Source: an optimization exercise on an open RTL-to-GDS flow (aim: small area, a short achievable clock period and few clock cycles). Production flows keep margins and buffers that such runs may drop.
Where RTL was checked, it was by simulation tests only, not by an equivalence proof against the original.
The RTL of runs 1 and 2 was laid out without a check of its function.

$ cat flow/run.sh
#!/bin/bash
# synth_recipe.tcl (not shown) runs the flow's synth.tcl, then flattens the netlist and writes it again
# the make line also repeats each setting of config.mk as NAME=value (left out here)
make -C /OpenROAD-flow-scripts/flow DESIGN_CONFIG=/design/flow/config.mk WORK_HOME=/design/flow/orfs CLKGATE_MAP_FILE= SYNTH_SCRIPT=/design/flow/synth_recipe.tcl finish
$ cat flow/config.mk
export PLATFORM = sky130hd
export DESIGN_NAME = HT_TOP
export DESIGN_NICKNAME = HT_TOP
export VERILOG_FILES = /design/flow/design.v
export SDC_FILE = /design/flow/constraint.sdc
export NUM_CORES = 4
export LEC_CHECK = 0
export CAP_MARGIN = 20
export CORE_MARGIN = 2
export CORE_UTILIZATION = 40
export SLEW_MARGIN = 20
$ cat flow/constraint.sdc
create_clock -name core_clock -period 15.0 [get_ports {clk}]
set_input_delay 3.0000 -clock core_clock [delete_from_list [all_inputs] [get_ports {clk}]]
set_output_delay 3.0000 -clock core_clock [all_outputs]
set_load 0.01 [all_outputs]
$ cat flow/design.v
module SORT_IP (
  input  [4:0] a,
  input  [4:0] b,
  output       le    
);
  reg r;
  integer n;
  always @(*) begin
    r = 1'b1;
    for (n = 0; n < 5; n = n + 1) r = (~a[n] & b[n]) | ((~a[n] | b[n]) & r);
  end
  assign le = r;
endmodule
module HT_TOP (
  input clk,
  input rst_n,
  input in_valid,
  input [2:0] in_weight,
  input out_mode,
  output reg out_valid,
  output reg out_code
);
  localparam IDLE = 2'd0, INPUT = 2'd1, MERGE = 2'd2, OUTPUT = 2'd3;
  reg [1:0] state;
  reg [2:0] cnt;
  reg mode;
  reg last;            
  reg [4:0] W[0:6];    
  reg [4:0] xw;        
  reg [2:0] p[0:4];    
  reg inx[0:4];        
  reg [7:0] cr[0:4];   
  integer i, k;
  wire inmode = (state == IDLE) || (state == INPUT);
  wire [8:0] ce;
  genvar g;
  generate
    for (g = 0; g < 7; g = g + 1) begin : g_ce
      SORT_IP cmp (.a(xw), .b(W[g]), .le(ce[g]));
    end
  endgenerate
  assign ce[8:7] = 2'b11;
  wire [4:0] Wx[0:8];
  generate
    for (g = 0; g < 7; g = g + 1) begin : g_wx
      assign Wx[g] = W[g];
    end
  endgenerate
  assign Wx[7] = 5'd31;
  assign Wx[8] = 5'd31;
  reg [7:0] B;   
  reg [2:0] P;   
  always @(*) begin
    for (i = 0; i < 7; i = i + 1) B[i] = (i + cnt < 8) || !ce[i];
    B[7] = 1'b0;
    P = 3'd0;
    for (i = 1; i < 7; i = i + 1) if (B[i]) P = i;
  end
  wire md = (state == IDLE) ? out_mode : mode;
  reg [2:0] ls;
  always @(*) begin
    case (cnt)
      3'd0: ls = md ? 3'd3 : 3'd5;   
      3'd1: ls = md ? 3'd4 : 3'd5;   
      3'd2: ls = md ? 3'd1 : 3'd5;   
      3'd3: ls = md ? 3'd5 : 3'd4;   
      3'd4: ls = 3'd0;               
      3'd5: ls = md ? 3'd2 : 3'd1;   
      3'd6: ls = md ? 3'd5 : 3'd2;   
      default: ls = md ? 3'd5 : 3'd3;   
    endcase
  end
  wire cA = ce[0];
  wire cC = !ce[1];
  wire cB = !cA && !cC;
  wire [4:0] s01 = W[0] + W[1];
  wire [4:0] s0x = W[0] + xw;
  wire [4:0] sum = cC ? s01 : s0x;
  wire t01, t0x;
  SORT_IP c01 (.a(s01), .b(xw), .le(t01));
  SORT_IP c0x (.a(s0x), .b(W[1]), .le(t0x));
  wire xg = cC ? t01 : t0x;
  reg [2:0] Q;   
  always @(*) begin
    Q = 3'd6;
    for (i = 7; i >= 2; i = i - 1) if (ce[i]) Q = i - 2;
  end
  reg inG[0:4], inS[0:4];
  always @(*) begin
    for (i = 0; i < 5; i = i + 1) begin
      inG[i] = cA ? inx[i] : (!inx[i] && p[i] == 3'd0);
      inS[i] = cA ? (!inx[i] && p[i] == 3'd0) : cC ? (!inx[i] && p[i] == 3'd1) : inx[i];
    end
  end
  always @(posedge clk) begin
    if (inmode) begin
      xw <= {2'b00, in_weight};
      for (i = 0; i < 7; i = i + 1)
        if (i < 6 && B[i+1]) W[i] <= W[i+1];
        else if (B[i]) W[i] <= xw;
      for (i = 0; i < 5; i = i + 1) begin
        inx[i] <= (ls == i);
        if (inx[i]) p[i] <= P;
        else if (B[p[i]]) p[i] <= p[i] - 3'd1;
        cr[i] <= 8'd1;
      end
    end else if (state == MERGE) begin
      xw <= sum;
      for (i = 0; i < 7; i = i + 1)
        if (!cC || (ce[i+2] && ce[i+1])) W[i] <= Wx[i+1];
        else if (ce[i+2]) W[i] <= xw;
        else W[i] <= Wx[i+2];
      for (i = 0; i < 5; i = i + 1) begin
        inx[i] <= inG[i] || inS[i];
        if (inx[i] && !(inG[i] || inS[i])) p[i] <= Q;
        else if (cC && !ce[p[i]]) p[i] <= p[i] - 3'd2;
        else p[i] <= p[i] - 3'd1;
        if (last && i != 0) begin
          if (inG[i] || inS[i]) cr[i] <= {cr[i][5:0], inG[i], xg};
          else cr[i] <= {cr[i][6:0], !xg};
        end else if (inG[i] || inS[i]) cr[i] <= {cr[i][6:0], inG[i]};
      end
    end else begin
      if (cr[0] == 8'd1) begin
        cr[0] <= {1'b0, cr[1][7:1]};
        cr[1] <= cr[2];
        cr[2] <= cr[3];
        cr[3] <= cr[4];
        cr[4] <= 8'd0;
      end else cr[0] <= {1'b0, cr[0][7:1]};
    end
  end
  always @(posedge clk) begin
    if (state == IDLE) mode <= out_mode;
    last <= (state == MERGE) && (cnt == 3'd4);
    if (state == IDLE && !in_valid) cnt <= 3'd0;
    else if (state == INPUT && cnt == 3'd7) cnt <= 3'd0;
    else cnt <= cnt + 3'd1;
  end
  always @(posedge clk, negedge rst_n) begin
    if (!rst_n) begin
      state <= IDLE;
      out_valid <= 1'b0;
      out_code <= 1'b0;
    end else begin
      case (state)
        IDLE: if (in_valid) state <= INPUT;
        INPUT: if (cnt == 3'd7) state <= MERGE;
        MERGE:
        if (last) begin
          state <= OUTPUT;
          out_valid <= 1'b1;
          out_code <= (inG[0] || inS[0]) ~^ xg;
        end
        default:
        if (cr[0] != 8'd1) out_code <= cr[0][0];
        else if (cr[1] != 8'd0) out_code <= cr[1][0];
        else begin
          state <= IDLE;
          out_valid <= 1'b0;
          out_code <= 1'b0;
        end
      endcase
    end
  end
endmodule
==> impl_metrics.yaml, run 1 <==
yosys:
  syn_avg_cell_area_um2: 8.395
  synth.largest_area_cell: "edfxtp_1"
  synth.distinct_cells: 88
  synth_edf_count: 58
  syn_nets: 1045
  yosysWarnings: 14
  post_synth_main_area_contributors: "edfxtp_1 21%, dfxtp_1 11%, ha_1 6.3%, a21oi_1 5.5%, mux2i_1 4.6%"
  synth_top_area_share_pct: 20.87
  synth-async-reset-ratio_pct: 3.670
  ys.flop_type: "edfxtp_1"
  seq_area_frac_synth_pct: 33.35
  synth_cells: 994
  syn_area_um2: 8344
  ys_ff_latch: 109
floorplan:
  initial_utilization_pct: 40.97
  ios: 9
  row_count: 52
  fp.dieArea_um2: 22030
  die_w_um: 148.4
  core_um2: 20360
  die_y_um: 148.4
cells_and_area:
  stdcell_count: 1232
  layout-drive-gt1-share_pct: 4.886
  syn_to_final_growth_pct: 5.698
  final_nets: 1008
  n_antenna_cell: 0
  utilization_pct: 43.31
grt:
  grt_pass1_vias: 6832
  grtUsageTotal_pct: 21.25
  grt_max_degree: 69
  grt_pass1_wl_um: 37230
  overflow: 0
  grt_antenna_before_repair: 0
sta:
  rsz0062_at_grt: "false"
  fin_tns_setup_ns: 0
  setup_violations: 0
  relSlewSlack_pct: 27.21
  period_share_pct: 29.84
  fin_skew_ns: 0.009150
  hold_ws_ns: 0.4517
  fmaxAchievable_mhz: 223.4
  maxSlewViolCount: 0
  max_slew.worst_pin.slew_ns: 1.087
  layout_min_cycle_time_ns: 4.476
  hold_violations: 0
clocking:
  insertion_delay_ns: 0.37
  post_cts_resized: 0
  clockBufferDepth: 2
  cts_hold_buffers: 0
  clk_pin_slew_worst_paths_ns: 0.08
  cts_root_buf: "clkbuf_16"
  post_cts_buffers: 0
  cts_max_level: 3
  cts_sinks: 109
  cts_inserted_buffers: 9
  cts_tree: "built"
worst_setup_path:
  endpoint_kind: "register"
  max_stage_delay_ns: 0.48
  startpoint_type: "input port"
  crit_type: "in2reg"
  cp.required_ns: 15.22
  path_max_fanout: 5
  critPathSlowestCell: "or4_1"
  worstPathArrival_ns: 4.69
  path_cells: "clkdlybuf4s50_1, mux2i_1, inv_1, nor3_1, a21oi_1, or4_1, o21ai_0"
min_path:
  holdCritPathClass: "reg2reg"
detailed_routing:
  dr.pass1.iters: 5
  drc: 0
  vias: 7445
  drt_wl_total_um: 23270
  drtIter0Drc: 631
  avgRoutedWirePerCell_um: 18.89
  ant_nets: 0
  vias_per_cell: 6.043
place:
  numPlacedInstances: 1216
  io_buffer_count: 8
  dpl.hpwl_um: 16640
  place_congestion: 0.8807
outcome:
  status: "timing/DRC/antenna clean"
flow_run:
  maxCapViolations: 0
flip-flops by register name (all words and copies together) (netlist names):
| signal | count |
|---|---|
| W | 35 |
| cnt | 3 |
| cr | 40 |
| inx | 5 |
| last | 1 |
| mode | 1 |
| out_code | 1 |
| out_valid | 1 |
| p | 15 |
| state | 2 |
| xw | 5 |
stage by stage:
stage          cell area [um2]  setup slack [ns]
6_report                  8820             10.52
5_1_grt                   8820             10.32
4_1_cts                   8820             10.53
3_5_place_dp              8518             10.14
3_3_place_gp              8518             10.17
2_1_floorplan             8344             10.70
worst max-delay path: cells and delay by family:
family	cells	cell delay, ns
AND/OR/NAND/NOR	2	0.67
buffers and inverters	2	0.51
multiplexers	1	0.31
AO/OA/AOI/OAI	2	0.20
path summary, 6_finish.rpt:
kind / slack [ns] / cells past startpoint / end / from
worst min-delay path: 0.45 / 1 / cr[3][7] / cr[3][7]
worst max register to register: 10.90 / 8 / W[1][2] / xw[4]
worst max-delay path: 10.52 / 7 / inx[4] / out_mode
max in group asynchronous: 11.85 / 1 / out_code / rst_n
min in group asynchronous: 2.89 / 1 / out_valid / rst_n
worst min register to register: 0.45 / 1 / cr[3][7] / cr[3][7]
cells in the mapped netlist, types with 21 or more instances:
master / count
nand2_1: 94
mux2i_1: 38
a21o_1: 21
clkbuf_1: 40
dfxtp_1: 47
edfxtp_1: 58
inv_1: 38
a21oi_1: 92
o21ai_0: 63
o22ai_1: 33
ha_1: 42
nand3_1: 27
nor2_1: 86
cell usage in the layout (no fill, tap or decap), drive strengths merged, types with 6 or more instances in the layout:
cell type,Yosys,layout
clkbuf,42,9
clkdlybuf4s50,0,8
a22o,15,15
ha,42,42
o21ai,73,73
edfxtp,58,58
nor2b,14,14
nand2b,9,9
a211oi,18,18
xor2,6,6
nor2,87,87
a21o,21,21
o21a,12,12
a21oi,93,93
and2,7,7
o211ai,8,8
dfxtp,47,47
o31a,8,8
inv,44,48
o31ai,6,6
a211o,6,6
nor3,14,14
a22oi,18,18
or3,7,7
a31oi,16,16
o22ai,33,33
nand2,94,94
nand3,28,28
mux2i,38,38
xnor2,10,10
maj3,12,12
cells by family after synthesis:
family,after synthesis,share of synthesized area [%]
multiplexers,39,4.693
flip-flops,109,33.35
AND/OR/NAND/NOR,282,15.43
adder cells (fa/ha/maj),56,8.262
AO/OA/AOI/OAI,387,31.05
buffers and inverters,105,5.533
XOR/XNOR,16,1.679
final cells by class:
cell class,count,area [um2]
Fill cell,2026,11540
Multi-Input combinational cell,780,5110
Sequential cell,109,2783
Tap cell,270,337.8
Clock buffer,9,225.2
Inverter,44,170.2
Timing Repair Buffer,13,117.6
Clock inverter,7,76.32
layer usage:
| layer | wire [um] | vias to the layer above | GRT usage [%] |
|---|---|---|---|
| li1 | - | 3672 | - |
| met1 | 11290 | 3477 | 31.20 |
| met2 | 9834 | 260 | 31.39 |
| met3 | 1719 | 36 | 4.601 |
| met4 | 426 | 0 | 6.000 |
| met5 | 0 | - | 0 |
==> run 2, diff against run 1 <==
==> flow/flow/run.sh (new file) <==
#!/bin/bash
set -euo pipefail
bash standard.sh SETUP_SLACK_MARGIN=11 finish > standard_flow.log 2>&1
==> flow/standard.sh (new file) <==
#!/bin/bash
# synth_recipe.tcl (not shown) runs the flow's synth.tcl, then flattens the netlist and writes it again
# the make line also repeats each setting of config.mk as NAME=value (left out here)
make -C /OpenROAD-flow-scripts/flow DESIGN_CONFIG=/design/flow/config.mk WORK_HOME=/design/flow/orfs CLKGATE_MAP_FILE= SYNTH_SCRIPT=/design/flow/synth_recipe.tcl "${@:-finish}"
removed: flow/run.sh
==> impl_metrics.yaml, run 2 <==
detailed_routing:
  drt_wl_total_um: 23740
  dr.pass1.iters: 5
  vias_per_cell: 6.128
  drc: 0
  vias: 7605
  ant_nets: 0
  drtIter0Drc: 816
  avgRoutedWirePerCell_um: 19.13
cells_and_area:
  largest-register: "cr"
  layout_commonest_cell: "nand2_1"
  syn_to_final_growth_pct: 7.212
  fill_cells: 2036
  largest_register_ffs: 40
  reg.largest.list: "cr x40, W x35, p x15"
  finalInstanceArea_um2: 8946
  final_cell_mix: "94 x nand2_1, 90 x a21oi_1, 84 x nor2_1"
  final_nets: 1017
  n_antenna_cell: 0
  layout-drive-gt1-share_pct: 7.724
clocking:
  clockBufferDepth: 2
  cts_sinks: 109
  clk_pin_slew_worst_paths_ns: 0.08
  cts_inserted_buffers: 9
  cts_max_level: 3
  cts_root_buf: "clkbuf_16"
  insertion_delay_ns: 0.36
  cts_hold_buffers: 0
  cts_tree: "built"
worst_setup_path:
  worstPathArrival_ns: 4.19
  crit_type: "in2reg"
  cp.required_ns: 15.22
  endpoint_kind: "register"
  startpoint_type: "input port"
  path_max_fanout: 5
grt:
  grt_pass1_vias: 7132
  grtUsageTotal_pct: 21.88
  grt_antenna_before_repair: 0
  grt_max_degree: 69
  grt_pass1_wl_um: 38440
  overflow: 0
floorplan:
  fp.dieArea_um2: 22030
  core_um2: 20360
  initial_utilization_pct: 40.97
  die_y_um: 148.4
  die_w_um: 148.4
  row_count: 52
  ios: 9
yosys:
  ys.flop_type: "edfxtp_1"
  post_synth_main_area_contributors: "edfxtp_1 21%, dfxtp_1 11%, ha_1 6.3%, a21oi_1 5.5%, mux2i_1 4.6%"
  synth_xor_area_share_pct: 1.679
  syn_nets: 1045
  ys_ff_latch: 109
  syn_avg_cell_area_um2: 8.395
  synth_top_family_by_area: "compound AO/OA/AOI/OAI gates"
  synth_edf_count: 58
  synth.top_cells.by_count: "94 x nand2_1, 92 x a21oi_1, 86 x nor2_1, 63 x o21ai_0, 58 x edfxtp_1"
  syn_area_um2: 8344
  yosys.area_share.simple_pct: 15.43
  yosysWarnings: 14
  muxShareOfSynthArea_pct: 4.693
  synth_top_area_share_pct: 20.87
  seq_area_frac_synth_pct: 33.35
  synth-async-reset-ratio_pct: 3.670
  synth.largest_area_cell: "edfxtp_1"
  synth_cells: 994
  post-synth-top-count-cell: "nand2_1"
  synth_fa_ha_area_share_pct: 8.262
  synth.distinct_cells: 88
  synth-compound-area-share_pct: 31.05
sta:
  maxSlewViolCount: 0
  fmaxAchievable_mhz: 251.5
  period_share_pct: 26.51
  setup_violations: 0
  hold_violations: 0
  rsz0062_at_grt: "true"
  layout_min_cycle_time_ns: 3.976
  fin_skew_ns: 0.007581
  fin_tns_setup_ns: 0
  max_slew.worst_pin.slew_ns: 1.016
  relSlewSlack_pct: 31.95
place:
  io_buffer_count: 8
  place_congestion: 0.8847
  placed_cell_area_um2: 8552
  dpl.hpwl_um: 16840
flow_run:
  maxCapViolations: 0
min_path:
  holdCritPathClass: "reg2reg"
outcome:
  status: "timing/DRC/antenna clean"
[run 2: cell counts after synthesis]
Identical to the previous run, type by type.
[run 2: what timing repair did]
item,4_1_cts,5_1_grt
setup endpoints to repair,9,73
buffers inserted,0,8
pin swaps,4,5
gates resized for setup,15,12
[run 2: layout make-up]
| class | count | area [um2] | area share [%] |
|---|---|---|---|
| Clock inverter | 7 | 65.06 | 0.7273 |
| Clock buffer | 9 | 225.2 | 2.517 |
| Tap cell | 270 | 337.8 | 3.776 |
| Inverter | 44 | 170.2 | 1.902 |
| Multi-Input combinational cell | 780 | 5187 | 57.99 |
| Sequential cell | 109 | 2784 | 31.12 |
| Timing Repair Buffer | 22 | 176.4 | 1.972 |
[run 2: metrics by stage]
step           cells  util, %  worst slack (ns)  hold slack (ns)
6_report        1241    43.93             11.02           0.4510
5_1_grt         1241    43.93             10.94           0.4728
4_1_cts         1233    43.45             11.01           0.4601
3_5_place_dp    1217    41.99             10.27           0.4398
3_3_place_gp    1217    41.99             10.28           0.4331
2_1_floorplan    994        -             10.87           0.4206
[run 2: kinds of logic after synthesis]
kind of cell             Yosys count
AND/OR/NAND/NOR                  282
adder cells (fa/ha/maj)           56
flip-flops                       109
multiplexers                      39
XOR/XNOR                          16
AO/OA/AOI/OAI                    387
buffers and inverters            105
[run 2: final timing paths]
| path | startpoint | depth (start not counted) | endpoint | slack, ns |
|---|---|---|---|---|
| max reg2reg | xw[1] | 9 | p[3][0] | 11.22 |
| min | cr[3][7] | 1 | cr[3][7] | 0.45 |
| min in group asynchronous | rst_n | 1 | out_valid | 2.92 |
| min reg2reg | cr[3][7] | 1 | cr[3][7] | 0.45 |
| max in group asynchronous | rst_n | 1 | out_code | 11.80 |
| max | out_mode | 6 | inx[4] | 11.02 |
[run 2: routing by layer]
metal | vias up | global-route usage, % | share of wire [%]
met5 | - | 0 | 0
li1 | 3682 | - | -
met3 | 37 | 3.528 | 6.8
met4 | 0 | 6.095 | 1.7
met2 | 277 | 32.69 | 43
met1 | 3609 | 32.63 | 48
[run 2: critical path, cell delays in order]
cell and delay (ns):
buf_6 0.09, mux2i_4 0.20, o32a_1 0.23, o31ai_4 0.08, or4_1 0.51, o21ai_1 0.08
==> run 3, diff against run 2 <==
--- a/flow/design.v
+++ b/flow/design.v
@@ -26,9 +26,10 @@
   reg mode;
   reg last;            
+  reg xgr;             
   reg [4:0] W[0:6];    
   reg [4:0] xw;        
   reg [2:0] p[0:4];    
   reg inx[0:4];        
-  reg [7:0] cr[0:4];   
+  reg [6:0] cr[0:4];   
   integer i, k;
   wire inmode = (state == IDLE) || (state == INPUT);
@@ -57,18 +58,18 @@
     for (i = 1; i < 7; i = i + 1) if (B[i]) P = i;
   end
-  wire md = (state == IDLE) ? out_mode : mode;
-  reg [2:0] ls;
-  always @(*) begin
-    case (cnt)
-      3'd0: ls = md ? 3'd3 : 3'd5;   
-      3'd1: ls = md ? 3'd4 : 3'd5;   
-      3'd2: ls = md ? 3'd1 : 3'd5;   
-      3'd3: ls = md ? 3'd5 : 3'd4;   
-      3'd4: ls = 3'd0;               
-      3'd5: ls = md ? 3'd2 : 3'd1;   
-      3'd6: ls = md ? 3'd5 : 3'd2;   
-      default: ls = md ? 3'd5 : 3'd3;   
+  function automatic [2:0] slot(input [2:0] n, input md);
+    case (n)
+      3'd0: slot = md ? 3'd3 : 3'd5;   
+      3'd1: slot = md ? 3'd4 : 3'd5;   
+      3'd2: slot = md ? 3'd1 : 3'd5;   
+      3'd3: slot = md ? 3'd5 : 3'd4;   
+      3'd4: slot = 3'd0;               
+      3'd5: slot = md ? 3'd2 : 3'd1;   
+      3'd6: slot = md ? 3'd5 : 3'd2;   
+      default: slot = md ? 3'd5 : 3'd3;   
     endcase
-  end
+  endfunction
+  wire [2:0] sx = slot(cnt - 3'd1, mode);   
+  wire [2:0] sv = slot(3'd7, mode);         
   wire cA = ce[0];
   wire cC = !ce[1];
@@ -100,8 +101,8 @@
         else if (B[i]) W[i] <= xw;
       for (i = 0; i < 5; i = i + 1) begin
-        inx[i] <= (ls == i);
-        if (inx[i]) p[i] <= P;
-        else if (B[p[i]]) p[i] <= p[i] - 3'd1;
-        cr[i] <= 8'd1;
+        inx[i] <= (sv == i);
+        if (sx == i) p[i] <= P;
+        else if (!ce[p[i]]) p[i] <= p[i] - 3'd1;
+        cr[i] <= 7'd1;
       end
     end else if (state == MERGE) begin
@@ -116,17 +117,15 @@
         else if (cC && !ce[p[i]]) p[i] <= p[i] - 3'd2;
         else p[i] <= p[i] - 3'd1;
-        if (last && i != 0) begin
-          if (inG[i] || inS[i]) cr[i] <= {cr[i][5:0], inG[i], xg};
-          else cr[i] <= {cr[i][6:0], !xg};
-        end else if (inG[i] || inS[i]) cr[i] <= {cr[i][6:0], inG[i]};
+        if (inG[i] || inS[i]) cr[i] <= {cr[i][5:0], inG[i]};
       end
     end else begin
-      if (cr[0] == 8'd1) begin
-        cr[0] <= {1'b0, cr[1][7:1]};
+      if (cr[0] == 7'd1) begin
+        cr[0] <= cr[1];
+        for (i = 0; i < 4; i = i + 1) inx[i] <= inx[i+1];
         cr[1] <= cr[2];
         cr[2] <= cr[3];
         cr[3] <= cr[4];
-        cr[4] <= 8'd0;
-      end else cr[0] <= {1'b0, cr[0][7:1]};
+        cr[4] <= 7'd0;
+      end else cr[0] <= {1'b0, cr[0][6:1]};
     end
   end
@@ -134,4 +133,5 @@
     if (state == IDLE) mode <= out_mode;
     last <= (state == MERGE) && (cnt == 3'd4);
+    if (last) xgr <= xg;
     if (state == IDLE && !in_valid) cnt <= 3'd0;
     else if (state == INPUT && cnt == 3'd7) cnt <= 3'd0;
@@ -154,6 +154,6 @@
         end
         default:
-        if (cr[0] != 8'd1) out_code <= cr[0][0];
-        else if (cr[1] != 8'd0) out_code <= cr[1][0];
+        if (cr[0] != 7'd1) out_code <= cr[0][0];
+        else if (cr[1] != 7'd0) out_code <= inx[1] ~^ xgr;   
         else begin
           state <= IDLE;
==> flow/run.sh (new file) <==
#!/bin/bash
# synth_recipe.tcl (not shown) runs the flow's synth.tcl, then flattens the netlist and writes it again
# the make line also repeats each setting of config.mk as NAME=value (left out here)
make -C /OpenROAD-flow-scripts/flow DESIGN_CONFIG=/design/flow/config.mk WORK_HOME=/design/flow/orfs CLKGATE_MAP_FILE= SYNTH_SCRIPT=/design/flow/synth_recipe.tcl finish
removed: flow/flow/run.sh
removed: flow/standard.sh
==> impl_metrics.yaml, run 3 <==
yosys:
  synth-async-reset-ratio_pct: 3.810
  ys.flop_type: "edfxtp_1"
  synth.top_cells.by_count: "90 x nor2_1, 79 x a21oi_1, 75 x nand2_1, 60 x edfxtp_1, 58 x inv_1"
  synth_cells: 918
  syn_avg_cell_area_um2: 8.521
  post_synth_main_area_contributors: "edfxtp_1 23%, dfxtp_1 10%, ha_1 6.9%, a21oi_1 5.1%, nor2_1 4.3%"
  syn_nets: 970
  synth_edf_count: 60
  synth-compound-area-share_pct: 28.58
  ys_ff_latch: 105
  muxShareOfSynthArea_pct: 3.967
  yosys.area_share.simple_pct: 16.91
  synth.distinct_cells: 87
  synth_fa_ha_area_share_pct: 8.301
  synth.largest_area_cell: "edfxtp_1"
  seq_area_frac_synth_pct: 34.80
  yosysWarnings: 14
  post-synth-top-count-cell: "nor2_1"
  synth_xor_area_share_pct: 1.567
  synth_top_area_share_pct: 23.03
  syn_area_um2: 7823
  synth_top_family_by_area: "compound AO/OA/AOI/OAI gates"
sta:
  period_share_pct: 28.43
  layout_min_cycle_time_ns: 4.264
  maxSlewViolCount: 0
  fmaxAchievable_mhz: 234.5
  rsz0062_at_grt: "false"
  fin_tns_setup_ns: 0
  worst_slack_ns: 10.74
  relSlewSlack_pct: 26.44
  hold_violations: 0
  setup_violations: 0
  max_slew.worst_pin.slew_ns: 1.097
  fin_skew_ns: 0.007652
floorplan:
  fp.dieArea_um2: 20690
  row_count: 51
  ios: 9
  die_w_um: 143.8
  initial_utilization_pct: 40.46
  die_y_um: 143.8
  core_um2: 19330
cells_and_area:
  final_nets: 947
  fill_cells: 1921
  n_antenna_cell: 0
  stdcell_count: 1165
  reg.largest.list: "W x35, cr x35, p x15"
  layout-drive-gt1-share_pct: 6.111
  syn_to_final_growth_pct: 7.918
  layout_commonest_cell: "nor2_1"
  final_cell_mix: "89 x nor2_1, 79 x a21oi_1, 75 x nand2_1"
  utilization_pct: 43.66
clocking:
  post_cts_buffers: 0
  cts_tree: "built"
  insertion_delay_ns: 0.36
  clockBufferDepth: 2
  cts_hold_buffers: 0
  cts_inserted_buffers: 9
  clk_pin_slew_worst_paths_ns: 0.08
  cts_root_buf: "clkbuf_16"
  cts_sinks: 105
  post_cts_resized: 0
  cts_max_level: 3
place:
  numPlacedInstances: 1149
  place_congestion: 0.9214
  io_buffer_count: 8
  dpl.hpwl_um: 15590
  pre_cts_slack_ns: 10.46
min_path:
  holdCritPathClass: "reg2reg"
grt:
  grt_pass1_vias: 6572
  grt_max_degree: 51
  use_met3_pct: 3.765
  grt_pass1_wl_um: 35610
  overflow: 0
  met1_usage_pct: 32.02
  grt_antenna_before_repair: 0
  use_met2_pct: 32.83
  grtUsageTotal_pct: 21.93
  top_usage_layer: "met2"
worst_setup_path:
  cp.required_ns: 12.00
  critPathSlowestCell: "clkdlybuf4s50_1"
  worstPathArrival_ns: 1.26
  path_max_fanout: 3
  startpoint_type: "register"
  endpoint_kind: "output port"
  path_cells: "clkdlybuf4s50_1"
  max_stage_delay_ns: 0.54
  crit_type: "reg2out"
  path_delay_family: "buffers and inverters"
  path_buf_inv: 1
detailed_routing:
  avgRoutedWirePerCell_um: 18.86
  ant_nets: 0
  drtIter0Drc: 794
  dr.pass1.iters: 6
  drc: 0
  vias_per_cell: 6.015
  drt_wl_total_um: 21980
  vias: 7008
outcome:
  status: "timing/DRC/antenna clean"
flow_run:
  maxCapViolations: 0
-- run 3: path summary, 6_finish.rpt --
path	from	endpoint	slack, ns	cells after the start
setup / recovery	out_valid	out_valid	10.74	1
max in group asynchronous	rst_n	state[1]	11.99	1
min in group asynchronous	rst_n	out_valid	2.83	1
hold / removal	cr[3][6]	cr[3][6]	0.45	2
setup reg to reg	xw[3]	p[0][0]	11.08	10
hold reg to reg	cr[3][6]	cr[3][6]	0.45	2
-- run 3: tightest hold or removal path, delay by kind of cell, from the launching register on --
family | cells | cell delay (ns)
AO/OA/AOI/OAI | 1 | 0.05
flip-flops | 1 | 0.32
buffers and inverters | 1 | 0.05
-- run 3: final cells by class --
type	instances	area [um2]	area share (%)
multi-input combinational	699	4668	55.30
sequential	105	2723	32.25
tap	265	331.6	3.928
clock buffer	12	300.3	3.557
inverter	63	239.0	2.831
timing repair buffer	17	147.6	1.749
clock inverter	4	32.53	0.3854
-- run 3: per-stage QoR --
step                hold WS [ns]  area [um2]
floorplan                 0.4244        7823
global placement          0.4561        8100
detailed placement        0.4447        8100
CTS                       0.4615        8433
global route              0.4703        8442
finish                    0.4550        8442
-- run 3: cells by family after synthesis --
logic type,count (synthesis)
compound gates,325
fa+ha+maj,52
mux,30
flops,105
simple gates,278
buf+inv,114
xor+xnor,14
-- run 3: metal layers --
layer | share of wire, % | vias up
met3 | 7.1 | 28
met5 | 0 | -
met2 | 44 | 260
met1 | 47 | 3320
met4 | 1.7 | 0
li1 | - | 3400
Testbench counts of run 3, summed over its fixed seeds: cycles 31,191.
==> run 4, diff against run 3 <==
==> flow/flow/run.sh (new file) <==
#!/bin/bash
set -euo pipefail
bash standard.sh SETUP_SLACK_MARGIN=11.3 finish > standard_flow.log 2>&1
==> flow/standard.sh (new file) <==
#!/bin/bash
# synth_recipe.tcl (not shown) runs the flow's synth.tcl, then flattens the netlist and writes it again
# the make line also repeats each setting of config.mk as NAME=value (left out here)
make -C /OpenROAD-flow-scripts/flow DESIGN_CONFIG=/design/flow/config.mk WORK_HOME=/design/flow/orfs CLKGATE_MAP_FILE= SYNTH_SCRIPT=/design/flow/synth_recipe.tcl "${@:-finish}"
removed: flow/run.sh
==> impl_metrics.yaml, run 4 <==
cells_and_area:
  reg.largest.list: "W x35, cr x35, p x15"
  syn_to_final_growth_pct: 8.749
  layout_commonest_cell: "nor2_1"
  layout-drive-gt1-share_pct: 8.260
  final_cell_mix: "89 x nor2_1, 78 x a21oi_1, 75 x nand2_1"
  final_nets: 955
  n_antenna_cell: 0
sta:
  setup_violations: 0
  rsz0062_at_grt: "true"
  period_share_pct: 25.84
  fin_tns_setup_ns: 0
  hold_ws_ns: 0.4647
  layout_min_cycle_time_ns: 3.876
  hold_violations: 0
  max_slew.worst_pin.slew_ns: 0.8906
  maxSlewViolCount: 0
  fmaxAchievable_mhz: 258.0
  fin_skew_ns: 0.006963
  relSlewSlack_pct: 40.23
worst_setup_path:
  critPathSlowestCell: "dfrtp_1"
  endpoint_kind: "output port"
  path_max_fanout: 2
  startpoint_type: "register"
  worstPathArrival_ns: 0.88
  path_buf_inv: 1
  max_stage_delay_ns: 0.38
  path_delay_family: "flip-flops"
  path_cells: "buf_2"
  crit_type: "reg2out"
  cp.required_ns: 12.00
yosys:
  syn_nets: 970
  syn_area_um2: 7823
  synth_edf_count: 60
  synth_cells: 918
  post-synth-top-count-cell: "nor2_1"
  ys.flop_type: "edfxtp_1"
  yosysWarnings: 14
  ys_ff_latch: 105
  synth_top_area_share_pct: 23.03
  synth-async-reset-ratio_pct: 3.810
  synth.largest_area_cell: "edfxtp_1"
  synth.top_cells.by_count: "90 x nor2_1, 79 x a21oi_1, 75 x nand2_1, 60 x edfxtp_1, 58 x inv_1"
  syn_avg_cell_area_um2: 8.521
  synth.distinct_cells: 87
  post_synth_main_area_contributors: "edfxtp_1 23%, dfxtp_1 10%, ha_1 6.9%, a21oi_1 5.1%, nor2_1 4.3%"
  seq_area_frac_synth_pct: 34.80
detailed_routing:
  vias: 7205
  dr.pass1.iters: 6
  drt_wl_total_um: 22530
  drc: 0
  vias_per_cell: 6.142
  ant_nets: 0
  avgRoutedWirePerCell_um: 19.21
  drtIter0Drc: 918
floorplan:
  initial_utilization_pct: 40.46
  ios: 9
  row_count: 51
  die_w_um: 143.8
  fp.dieArea_um2: 20690
  core_um2: 19330
  die_y_um: 143.8
clocking:
  cts_sinks: 105
  clockBufferDepth: 2
  cts_root_buf: "clkbuf_16"
  cts_tree: "built"
  cts_max_level: 3
  cts_hold_buffers: 0
  insertion_delay_ns: 0.36
  cts_inserted_buffers: 9
  clk_pin_slew_worst_paths_ns: 0.07
grt:
  grt_pass1_vias: 6662
  grtUsageTotal_pct: 22.42
  grt_max_degree: 50
  overflow: 0
  grt_pass1_wl_um: 36220
  grt_antenna_before_repair: 0
place:
  dpl.hpwl_um: 15790
  io_buffer_count: 8
  place_congestion: 0.9225
outcome:
  status: "timing/DRC/antenna clean"
min_path:
  holdCritPathClass: "reg2reg"
flow_run:
  maxCapViolations: 0
[run 4: cell counts after synthesis]
No cell type changed its count.
[run 4: area by class of cell]
cell class	count	area, um2
clock buffer	11	242.7
clock inverter	5	43.79
tap	265	331.6
fill	1910	10830
inverter	63	239.0
timing repair buffer	25	200.2
sequential	105	2725
multi-input combinational	699	4725
[run 4: layer usage]
metal | global-route usage [%] | vias to the layer above | share of wire [%]
li1 | - | 3420 | -
met1 | 32.36 | 3470 | 47
met2 | 33.06 | 273 | 44
met3 | 4.732 | 42 | 6.9
met4 | 7.843 | 0 | 2.1
met5 | 0 | - | 0
[run 4: final timing paths]
path                       startpoint       end  slack [ns]  depth (start not counted)
min in group asynchronous       rst_n  out_code        2.83                          1
hold / removal               cr[3][6]  cr[3][6]        0.46                          2
setup reg to reg                xw[0]   p[1][2]       11.32                          8
hold reg to reg              cr[3][6]  cr[3][6]        0.46                          2
max in group asynchronous       rst_n  state[0]       12.02                          1
setup / recovery             out_code  out_code       11.12                          1
[run 4: timing repair]
action | CTS | global route
resized for setup | 12 | 16
setup buffers | 4 | 5
pin swaps | 1 | 4
setup endpoints to repair | 29 | 41
[run 4: cell families (layout without fill, tap and decap cells)]
kind of cell	after synthesis	after routing	share of synthesized area [%]
adder cells (fa/ha/maj)	52	52	8.301
AO/OA/AOI/OAI	325	325	28.58
buffers and inverters	114	104	5.870
flip-flops	105	105	34.80
XOR/XNOR	14	14	1.567
AND/OR/NAND/NOR	278	278	16.91
multiplexers	30	30	3.967
[run 4: metrics by stage]
step	instances	utilization, %	instance area (um2)	setup WS, ns
after floorplan	918	-	7829	11.32
after global placement	1148	41.89	8099	10.78
after detailed placement	1148	41.89	8099	10.78
after CTS	1168	43.59	8428	11.11
after global routing	1173	44.00	8507	11.09
final	1173	44.00	8507	11.12

-- re-timing with driven ports --
How much do the figures lean on ideal ports? The routed layouts below were timed once more, with nothing changed but the port constraints.
Step 1 (the two cells are an assumption about what drives the block):
set clk [get_ports {clk}]
set_driving_cell -lib_cell sky130_fd_sc_hd__clkbuf_16 $clk
set_driving_cell -lib_cell sky130_fd_sc_hd__buf_2 [delete_from_list [all_inputs] $clk]
Step 2 moves the port delays by t, midway between the first and last clock arrival at a register: inputs arrive t later, outputs are due t later. That takes back most of the time a late clock gives input paths.
Slacks: no drivers / after step 1 / after step 2; pairs: no drivers / after step 1.
run | shift t [ns] | setup slack, ns | worst setup path after step 2 | worst register clock-pin slew, ns | pins driven straight from the clock port
run 1 | 0.413 | 10.525 / 10.552 / 10.138 | input to register | 0.08 / 0.08 | 1
run 2 | 0.407 | 11.024 / 11.041 / 10.634 | input to register | 0.08 / 0.08 | 1
run 3 | 0.408 | 10.736 / 10.689 / 10.467 | input to register | 0.08 / 0.08 | 1
run 4 | 0.406 | 11.124 / 11.078 / 11.067 | input to register | 0.07 / 0.07 | 1
After both steps setup and hold are still met in every run listed. For run 2, which loses most, drivers alone change the setup slack by +0.017 ns; drivers and shift together by -0.390 ns.
